This is an optimization exercise on Yosys and OpenROAD, whose aim is small area, a short achievable clock period and few clock cycles per item, not a production implementation.
Only simulation tests tie the RTL to the original design; equivalence was not proved.

==> flow/design.v <==
`timescale 1ns / 1ps
module hash (
    input  logic         clk,
    input  logic         rst_n,
    input  logic         rx_valid,
    input  logic [7:0]   rx_data,
    output logic         hash_done,
    output logic [255:0] fin_hash
);
  localparam logic [31:0] IV0 = 32'h6a09e667, IV1 = 32'hbb67ae85,
                          IV2 = 32'h3c6ef372, IV3 = 32'ha54ff53a,
                          IV4 = 32'h510e527f, IV5 = 32'h9b05688c,
                          IV6 = 32'h1f83d9ab, IV7 = 32'h5be0cd19;
  logic       recv;       
  logic       gen;        
  logic [5:0] cnt;        
  logic [5:0] w;          
  logic       wf;         
  logic       done;
  logic       fresh;      
  logic in_byte, in_term, wr, term, put, newword, shift, start, last;
  assign in_byte = rx_valid && (rx_data != 8'h0d);
  assign in_term = rx_valid && (rx_data == 8'h0d);
  assign wr      = in_byte && !gen;           
  assign term    = in_term && recv;           
  assign start   = in_byte && !recv && !gen;  
  assign put     = wr || term;                
  assign newword = (cnt[1:0] == 2'd0);
  assign last    = (w == 6'd63);
  logic r63, r62;                             
  assign shift   = (put && newword) || (gen && !last);
  always_ff @(posedge clk or negedge rst_n)
    if (!rst_n) begin
      recv <= 1'b0;
      gen  <= 1'b0;
      cnt  <= '0;
      w    <= '0;
      wf   <= 1'b0;
      done <= 1'b0;
      r63  <= 1'b0;
      r62  <= 1'b0;
      fresh <= 1'b1;
    end else begin
      fresh <= 1'b0;
      done <= wf && last;
      r63  <= gen && (w == 6'd62);
      r62  <= gen && (w == 6'd61);
      wf   <= 1'b0;
      if (gen) begin
        if (!last) begin
          w  <= w + 6'd1;
          wf <= 1'b1;
        end else begin
          gen <= 1'b0;
          cnt <= '0;
        end
      end else if (term) begin
        recv <= 1'b0;
        gen  <= 1'b1;
        w    <= cnt[5:2];
        wf   <= 1'b1;
      end else if (wr) begin
        recv <= 1'b1;
        cnt  <= cnt + 6'd1;
        w    <= cnt[5:2];
        wf   <= (cnt[1:0] == 2'd3);
      end
    end
  logic [31:0] W [0:15];
  logic [31:0] sched, genword;
  logic [31:0] w1s, w1c, w2s, w2c;
  logic [7:0]  pbyte;
  assign {w1c, w1s} = csa(W[9], W[0], ssig0(W[1]));
  assign {w2c, w2s} = csa(w1s, w1c, ssig1(W[14]));
  assign sched   = w2s + w2c;
  assign genword = (w[5:4] != 2'b00 || w[3:0] == 4'd15) ? sched :
                   (w[3:0] == 4'd14) ? {23'd0, cnt, 3'd0} : 32'd0;
  assign pbyte   = term ? 8'h80 : rx_data;
  always_ff @(posedge clk) begin
    if (shift)
      for (int i = 0; i < 15; i++) W[i] <= W[i+1];
    if (gen) begin
      if (!last) W[15] <= genword;
    end else if (put) begin
      for (int j = 0; j < 4; j++) begin
        if (cnt[1:0] == 2'(j))
          W[15][31-8*j -: 8] <= pbyte;
        else if (newword)
          W[15][31-8*j -: 8] <= 8'd0;
      end
    end
  end
  logic [31:0] k;
  always_ff @(posedge clk) k <= ROM(gen ? w + 6'd1 : cnt[5:2]);
  logic [31:0] a, b, c, d, e, f, g, h;
  logic [31:0] s1, chv, s0, mj, an, en;
  logic [31:0] p1s, p1c, p2s, p2c, b1s, b1c, a2s, a2c, a3s, a3c;
  logic [31:0] e1s, e1c, e2s, e2c, e3s, e3c;
  assign s1  = bsig1(e);
  assign chv = ch(e, f, g);
  assign s0  = bsig0(a);
  assign mj  = maj(a, b, c);
  assign {p1c, p1s} = csa(h, k, W[15]);
  assign {p2c, p2s} = csa(p1s, p1c, mj);
  assign {b1c, b1s} = csa(s1, chv, s0);
  assign {a2c, a2s} = csa(p2s, p2c, b1s);
  assign {a3c, a3s} = csa(a2s, a2c, b1c);
  assign an = a3s + a3c;
  assign {e1c, e1s} = csa(p1s, p1c, d);
  assign {e2c, e2s} = csa(e1s, e1c, s1);
  assign {e3c, e3s} = csa(e2s, e2c, chv);
  assign en = e3s + e3c;
  always_ff @(posedge clk) begin
    if (done || fresh) begin
      a <= IV0; b <= IV1; c <= IV2; d <= IV3;
      e <= IV4; f <= IV5; g <= IV6; h <= IV7;
    end else if (wf) begin
      a <= an;
      b <= a + (r63 ? IV1 : 32'd0);
      c <= b + (r63 ? IV2 : 32'd0);
      d <= c + (r63 ? IV3 : r62 ? IV4 - IV0 : 32'd0);
      e <= en;
      f <= e + (r63 ? IV5 : 32'd0);
      g <= f + (r63 ? IV6 : 32'd0);
      h <= g + (r63 ? IV7 : 32'd0);
    end
  end
  assign hash_done = done;
  assign fin_hash  = {a, b, c, d, e, f, g, h};
  function automatic logic [63:0] csa(input logic [31:0] x, y, z);
    csa = {((x & y) | (x & z) | (y & z)) << 1, x ^ y ^ z};
  endfunction
  function automatic logic [31:0] rotr(input logic [31:0] x, input int n);
    rotr = (x >> n) | (x << (32 - n));
  endfunction
  function automatic logic [31:0] bsig0(input logic [31:0] x);
    bsig0 = rotr(x, 2) ^ rotr(x, 13) ^ rotr(x, 22);
  endfunction
  function automatic logic [31:0] bsig1(input logic [31:0] x);
    bsig1 = rotr(x, 6) ^ rotr(x, 11) ^ rotr(x, 25);
  endfunction
  function automatic logic [31:0] ssig0(input logic [31:0] x);
    ssig0 = rotr(x, 7) ^ rotr(x, 18) ^ (x >> 3);
  endfunction
  function automatic logic [31:0] ssig1(input logic [31:0] x);
    ssig1 = rotr(x, 17) ^ rotr(x, 19) ^ (x >> 10);
  endfunction
  function automatic logic [31:0] ch(input logic [31:0] x, y, z);
    ch = (x & y) ^ (~x & z);
  endfunction
  function automatic logic [31:0] maj(input logic [31:0] x, y, z);
    maj = (x & y) ^ (x & z) ^ (y & z);
  endfunction
  function automatic logic [31:0] ROM(input logic [5:0] idx);
    case (idx)
      6'd0: ROM = 32'h428a2f98;
      6'd1: ROM = 32'h71374491;
      6'd2: ROM = 32'hb5c0fbcf;
      6'd3: ROM = 32'he9b5dba5;
      6'd4: ROM = 32'h3956c25b;
      6'd5: ROM = 32'h59f111f1;
      6'd6: ROM = 32'h923f82a4;
      6'd7: ROM = 32'hab1c5ed5;
      6'd8: ROM = 32'hd807aa98;
      6'd9: ROM = 32'h12835b01;
      6'd10: ROM = 32'h243185be;
      6'd11: ROM = 32'h550c7dc3;
      6'd12: ROM = 32'h72be5d74;
      6'd13: ROM = 32'h80deb1fe;
      6'd14: ROM = 32'h9bdc06a7;
      6'd15: ROM = 32'hc19bf174;
      6'd16: ROM = 32'he49b69c1;
      6'd17: ROM = 32'hefbe4786;
      6'd18: ROM = 32'h0fc19dc6;
      6'd19: ROM = 32'h240ca1cc;
      6'd20: ROM = 32'h2de92c6f;
      6'd21: ROM = 32'h4a7484aa;
      6'd22: ROM = 32'h5cb0a9dc;
      6'd23: ROM = 32'h76f988da;
      6'd24: ROM = 32'h983e5152;
      6'd25: ROM = 32'ha831c66d;
      6'd26: ROM = 32'hb00327c8;
      6'd27: ROM = 32'hbf597fc7;
      6'd28: ROM = 32'hc6e00bf3;
      6'd29: ROM = 32'hd5a79147;
      6'd30: ROM = 32'h06ca6351;
      6'd31: ROM = 32'h14292967;
      6'd32: ROM = 32'h27b70a85;
      6'd33: ROM = 32'h2e1b2138;
      6'd34: ROM = 32'h4d2c6dfc;
      6'd35: ROM = 32'h53380d13;
      6'd36: ROM = 32'h650a7354;
      6'd37: ROM = 32'h766a0abb;
      6'd38: ROM = 32'h81c2c92e;
      6'd39: ROM = 32'h92722c85;
      6'd40: ROM = 32'ha2bfe8a1;
      6'd41: ROM = 32'ha81a664b;
      6'd42: ROM = 32'hc24b8b70;
      6'd43: ROM = 32'hc76c51a3;
      6'd44: ROM = 32'hd192e819;
      6'd45: ROM = 32'hd6990624;
      6'd46: ROM = 32'hf40e3585;
      6'd47: ROM = 32'h106aa070;
      6'd48: ROM = 32'h19a4c116;
      6'd49: ROM = 32'h1e376c08;
      6'd50: ROM = 32'h2748774c;
      6'd51: ROM = 32'h34b0bcb5;
      6'd52: ROM = 32'h391c0cb3;
      6'd53: ROM = 32'h4ed8aa4a;
      6'd54: ROM = 32'h5b9cca4f;
      6'd55: ROM = 32'h682e6ff3;
      6'd56: ROM = 32'h748f82ee;
      6'd57: ROM = 32'h78a5636f;
      6'd58: ROM = 32'h84c87814;
      6'd59: ROM = 32'h8cc70208;
      6'd60: ROM = 32'h90befffa;
      6'd61: ROM = 32'ha4506ceb;
      6'd62: ROM = 32'hbef9a3f7;
      6'd63: ROM = 32'hc67178f2 + 32'h6a09e667;  
      default: ROM = 32'h0;
    endcase
  endfunction
endmodule
==> flow/config.mk <==
export PLATFORM = sky130hd
export DESIGN_NAME = hash
export DESIGN_NICKNAME = hash
export VERILOG_FILES = /design/flow/design.v
export SDC_FILE = /design/flow/constraint.sdc
export NUM_CORES = 4
export LEC_CHECK = 0
export CAP_MARGIN = 20
export CORE_MARGIN = 2
export CORE_UTILIZATION = 60
export CTS_BUF_LIST = sky130_fd_sc_hd__clkbuf_16
export CTS_CLUSTER_DIAMETER = 80
export CTS_CLUSTER_SIZE = 20
export PLACE_DENSITY = 0.72
export SLEW_MARGIN = 20
export TNS_END_PERCENT = 5
==> flow/constraint.sdc <==
create_clock -name core_clock -period 11.0 [get_ports {clk}]
set_input_delay 2.2000 -clock core_clock [delete_from_list [all_inputs] [get_ports {clk}]]
set_output_delay 2.2000 -clock core_clock [all_outputs]
set_load 0.01 [all_outputs]
standard.sh (not shown) runs the stock make flow with config.mk's settings and CLKGATE_MAP_FILE= SYNTH_SCRIPT=/design/flow/synth_recipe.tcl, a recipe that flattens the netlist after the stock synthesis.
==> flow/flow/run.sh <==
#!/bin/bash
# Standard ORFS layout, with setup repair aimed below the clock period and
# small port buffers.
set -euo pipefail
bash standard.sh SETUP_SLACK_MARGIN=7.0 'BUFFER_PORTS_ARGS=-buffer_cell sky130_fd_sc_hd__buf_1' finish > orfs_flow.log 2>&1
The first run finished with timing, DRC and antenna clean.
Testbench counts at the start, summed over its fixed seeds: cycles 16,640, items 192.
Edit:
==> flow/flow/run.sh (replaced) <==
#!/bin/bash
# Standard ORFS layout, with setup repair aimed below the clock period and
# small port buffers.
set -euo pipefail
bash standard.sh SETUP_SLACK_MARGIN=6.0 'BUFFER_PORTS_ARGS=-buffer_cell sky130_fd_sc_hd__buf_1' finish > orfs_flow.log 2>&1
Outcome:
- The changed run finished clean
- worst hold slack gets worse by 7.0 ps
- worst setup slack gets worse by 130 ps
- routed wire length shrinks by a few percent

## port drivers added, routing unchanged
No port has a modelled driver above. Below, the same layouts with a new extraction and two added sets of constraints.
Step 1 (the two cells are an assumption about what drives the block):
set clk [get_ports {clk}]
set_driving_cell -lib_cell sky130_fd_sc_hd__clkbuf_16 $clk
set_driving_cell -lib_cell sky130_fd_sc_hd__buf_2 [delete_from_list [all_inputs] $clk]
Step 2 also shifts input and output timing later by t, the mid clock arrival at the registers, as if the neighbouring blocks saw the same clock.
Three values: ideal, step 1, step 2; two values: the first two.
| run | shift t [ns] | setup WS [ns] | hold slack, ns | clock arrival spread, ns | slew at the worst register clock pin (ns) |
|---|---|---|---|---|---|
| the first run | 0.722 | 6.036 / 6.036 / 5.903 | 0.412 / 0.412 / 0.412 | 0.042 / 0.043 | 0.10 / 0.10 |
| the second run | 0.727 | 5.903 / 5.903 / 5.314 | 0.405 / 0.405 / 0.405 | 0.041 / 0.040 | 0.10 / 0.10 |
After both steps every run listed still meets setup and hold. The setup slack of the second run, which loses most, moves by 0.000 ns with the drivers and by -0.589 ns with both steps.
